From an optimization exercise on the open Yosys and OpenROAD flow, aimed at small area, a short achievable clock period and few clock cycles per item; shortcuts taken in it are not production practice. Only simulation tests tie the RTL to the original design; equivalence was not proved. Power figures rest on the tool's default switching activity, not on a simulated workload.

== old ==
==> flow/design.v <==
module JAM (
    input CLK,
    input RST,
    output reg [2:0] W,
    output reg [2:0] J,
    input [6:0] Cost,
    output reg [3:0] MatchCount,
    output reg [9:0] MinCost,
    output Valid
);
localparam S_COL = 4'd0, S_ROW = 4'd1, S_RK1 = 4'd2, S_RK2 = 4'd3,
           S_RK3 = 4'd4, S_INIT = 4'd5, S_SRCH = 4'd6, S_DRAIN = 4'd7,
           S_FIN = 4'd8, S_DONE = 4'd9;
localparam K_TRY = 2'd0, K_LEAF = 2'd1, K_RR = 2'd2;
reg  [3:0]  st;
reg  [3:0]  pst;          
reg  [6:0]  v [0:7];      
reg  [6:0]  u [0:7];      
reg  [2:0]  z [0:7];      
reg  [3:0]  key [0:6];    
reg  [2:0]  rank [0:7];   
reg  [6:0]  m1, m2;       
reg  [2:0]  z1;           
reg         cf;           
reg         rk;           
reg         rk2;          
reg  [2:0]  rrow;         
reg  [3:0]  nkey;         
reg  [2:0]  k;            
reg  [7:0]  used;         
reg  [1:0]  kind;
reg  [2:0]  jstk [0:6];   
reg  [6:0]  creg;
reg  [7:0]  uvreg;        
reg  [2:0]  pw, pj;
reg  [2:0]  pkup, prow_up, pnchild;
reg  [7:0]  pused_up;
reg  [1:0]  pkind;
reg         pvld;
reg  [9:0]  bud;          
integer i;
assign Valid = (st == S_DONE);
function [3:0] next_job;
    input [7:0] m;        
    input [2:0] zr;
    input [2:0] a;        
    input       first;    
    reg   [7:0] mz;
    integer n;
    begin
        mz = m | (8'd1 << zr);
        next_job = 4'd8;
        if (first && !m[zr]) next_job = {1'b0, zr};
        else
            for (n = 7; n >= 0; n = n - 1)
                if (!mz[n] && (first || a == zr || n > a)) next_job = n;
    end
endfunction
function [2:0] row_at;
    input [2:0] x;
    input [23:0] rv;
    integer n;
    begin
        row_at = 3'd0;
        for (n = 0; n < 8; n = n + 1)
            if (rv[3*n +: 3] == x) row_at = n;
    end
endfunction
wire [23:0] rkv = {rank[7], rank[6], rank[5], rank[4], rank[3], rank[2], rank[1], rank[0]};
wire [6:0] cmin = (pw == 3'd0 || creg < m1) ? creg : m1;
wire [6:0] cv = creg - uvreg[6:0];      
wire       lt1 = cv < m1;
wire       lt2 = cv < m2;
wire       new1 = (pj == 3'd0) || lt1;
wire [6:0] gap = m2 - m1;
reg  [7:0] gt, ge;
always @(*) begin
    for (i = 0; i < 8; i = i + 1) begin
        gt[i] = (i < 7) && (i < rrow) && (nkey > key[i < 7 ? i : 0]);
        ge[i] = (i < 7) && (i < rrow) && !(nkey > key[i < 7 ? i : 0]);
    end
end
wire [2:0] nge = ge[0] + ge[1] + ge[2] + ge[3] + ge[4] + ge[5] + ge[6];
wire [6:0] r = creg - uvreg[6:0];       
wire       le = {3'd0, r} <= bud;
wire       lt = {3'd0, r} < bud;
wire       eq = {3'd0, r} == bud;
wire       push = pvld && (pkind == K_TRY) && le;
wire [2:0] kdn = k - 3'd1;
wire [2:0] row_dn = row_at(kdn, rkv);
wire [2:0] jdn = jstk[kdn];
wire [3:0] nsib = next_job(used, z[W], J, 1'b0);
wire       has_sib = (kind != K_LEAF) && !nsib[3];
wire [2:0] kup = k + 3'd1;
wire [2:0] row_up = row_at(kup, rkv);
wire [7:0] used_up = used | (8'd1 << J);
wire [3:0] nchild = next_job(used_up, z[row_up], 3'd0, 1'b1);
wire [2:0] row_0 = row_at(3'd0, rkv);
reg [2:0] sk, sW, sJ;
reg [7:0] sused;
reg [1:0] skind;
reg [3:0] sst;
always @(*) begin
    sk = k; sused = used; sW = W; sJ = J; skind = kind; sst = st;
    if (st == S_DRAIN) begin
        sst = S_FIN;
    end else if (has_sib) begin
        sJ = nsib[2:0];
        skind = K_TRY;
    end else if (k != 3'd0) begin
        sk = kdn;
        sused = used & ~(8'd1 << jdn);
        sW = row_dn;
        sJ = jdn;
        skind = K_RR;
    end else begin
        sst = S_DRAIN;
    end
end
always @(posedge CLK) begin
    creg <= Cost;
    uvreg <= ((st == S_ROW) ? 8'd0 : {1'b0, u[W]}) + {1'b0, v[J]};
    pw <= W;
    pj <= J;
    pkup <= kup;
    prow_up <= row_up;
    pnchild <= nchild[2:0];
    pused_up <= used_up;
    pkind <= kind;
    pst <= st;
    if (RST) begin
        st <= S_COL;
        pst <= S_DONE;
        W <= 3'd0;
        J <= 3'd0;
        MinCost <= 10'd0;
        MatchCount <= 4'd0;
        rk <= 1'b0;
        rk2 <= 1'b0;
        cf <= 1'b0;
        pvld <= 1'b0;
    end else begin
        rk <= 1'b0;
        cf <= 1'b0;
        if (pst == S_COL) begin
            m1 <= cmin;
            if (pw == 3'd7) begin
                v[pj] <= cmin;
                cf <= 1'b1;
            end
        end
        if (cf) MinCost <= MinCost + m1;
        if (pst == S_ROW) begin
            if (new1) begin
                m1 <= cv;
                z1 <= pj;
            end
            m2 <= (pj == 3'd0) ? 7'd127 : lt1 ? m1 : lt2 ? cv : m2;
            if (pj == 3'd7) begin
                rk <= 1'b1;
                rrow <= pw;
            end
        end
        if (rk) begin
            u[rrow] <= m1;
            z[rrow] <= z1;
            MinCost <= MinCost + m1;
            nkey <= (gap > 7'd15) ? 4'd15 : gap[3:0];
        end
        rk2 <= rk;
        if (rk2) begin
            for (i = 0; i < 8; i = i + 1)
                if (gt[i]) rank[i] <= rank[i] + 3'd1;
            rank[rrow] <= nge;
            if (rrow != 3'd7) key[rrow] <= nkey;
        end
        if ((st == S_SRCH || st == S_DRAIN) && pvld) begin
            case (pkind)
            K_TRY:  if (le) bud <= bud - r;
            K_LEAF: if (lt) begin
                        bud <= {3'd0, r};
                        MatchCount <= 4'd1;
                    end else if (eq)
                        MatchCount <= MatchCount + 4'd1;
            default: bud <= bud + r;
            endcase
        end
        if (push) jstk[pkup - 3'd1] <= pj;
        case (st)
        S_COL: begin
            W <= W + 3'd1;
            if (W == 3'd7) begin
                J <= J + 3'd1;
                if (J == 3'd7) st <= S_ROW;
            end
        end
        S_ROW: begin
            J <= J + 3'd1;
            if (J == 3'd7) begin
                W <= W + 3'd1;
                if (W == 3'd7) st <= S_RK1;
            end
        end
        S_RK1: st <= S_RK2;
        S_RK2: st <= S_RK3;
        S_RK3: st <= S_INIT;
        S_INIT: begin
            st <= S_SRCH;
            W <= row_0;
            J <= z[row_0];
            k <= 3'd0;
            used <= 8'd0;
            kind <= K_TRY;
            bud <= 10'd1023;
            MatchCount <= 4'd0;
            pvld <= 1'b0;
        end
        S_SRCH, S_DRAIN: begin
            if (push) begin
                k <= pkup;
                used <= pused_up;
                W <= prow_up;
                J <= pnchild;
                kind <= (pkup == 3'd7) ? K_LEAF : K_TRY;
                pvld <= 1'b0;
                st <= S_SRCH;
            end else begin
                k <= sk;
                used <= sused;
                W <= sW;
                J <= sJ;
                kind <= skind;
                pvld <= 1'b1;
                st <= sst;
            end
        end
        S_FIN: begin
            MinCost <= MinCost + bud;
            st <= S_DONE;
        end
        default: ;
        endcase
    end
end
endmodule
clock: 9.0 ns
lec_check: 0
abc_area: 1
cap_margin: 5
core_margin: 2
core_utilization: 65
place_density: 0.8
setup_slack_margin: 5
slew_margin: 5
run.sh (not shown) runs the stock make flow with config.mk's settings and CLKGATE_MAP_FILE= SYNTH_SCRIPT=/design/flow/synth_recipe.tcl, a recipe that flattens the netlist after the stock synthesis.
Testbench counts of old, summed over its fixed seeds: cycles 3,785, jobs 12.
> inputs changed (old -> new)
Settings: swapping 65 for 55 in CORE_UTILIZATION; swapping 0.8 for 0.7 in PLACE_DENSITY; swapping 5 for 20 in SLEW_MARGIN; swapping 5 for 20 in CAP_MARGIN.
==> flow/flow/run.sh (new file) <==
#!/bin/bash
set -euo pipefail
MARGIN=${MARGIN:-7}
sed "s/SETUP_SLACK_MARGIN=[0-9.]*/SETUP_SLACK_MARGIN=${MARGIN}/" standard.sh > standard_margin.sh
grep -q "SETUP_SLACK_MARGIN=${MARGIN}" standard_margin.sh
bash standard_margin.sh > flow.log 2>&1
==> flow/standard.sh (new file) <==
#!/bin/bash
# synth_recipe.tcl (not shown) runs the flow's synth.tcl, then flattens the netlist and writes it again
# the make line also repeats each setting of config.mk as NAME=value (left out here)
make -C /OpenROAD-flow-scripts/flow DESIGN_CONFIG=/design/flow/config.mk WORK_HOME=/design/flow/orfs CLKGATE_MAP_FILE= SYNTH_SCRIPT=/design/flow/synth_recipe.tcl "${@:-finish}"
removed: flow/run.sh
## What came out
Slack of the critical path: old vs new — no meaningful difference. Core util | new vs old | new higher. In the reports for new and old, the larger post-detailed-route via-to-cell ratio belongs to old. Against old, HPWL after detailed placement in new came out worse. Power: new vs old up about 11%. Relative to old, the depth of the critical timing path with buffers and inverters included measured on new has decreased by a few percent. In new the via count turned out 1527 higher than in old. Clock buffer and inverter area fraction after layout in new is 1.2 points lower than in old.

afterwards: timing with drivers on the ports:
Ports are ideal in the flow. The routed layouts listed here were re-timed in OpenROAD.
Step 1, drivers: a clkbuf_16 drives CLK and a buf_2 each remaining input, both assumed.
Step 2, shift: input delay + t, output delay - t, t = (earliest + latest rising clock arrival at the registers) / 2. This alone moves slack from input paths to output paths.
a / b / c = no drivers / after step 1 / after step 2; a / b = the first two.
run | t, ns | setup slack, ns | hold slack, ns | worst data-port slew with drivers (ns)
old | 0.578 | 4.994 / 4.994 / 4.617 | 0.464 / 0.464 / 0.464 | 0.05
new | 0.584 | 4.995 / 4.995 / 4.995 | 0.507 / 0.507 / 0.507 | 0.04
After both steps setup and hold are still met in every run listed. The setup slack of old, which loses most, moves by 0.000 ns with the drivers and by -0.377 ns with both steps.
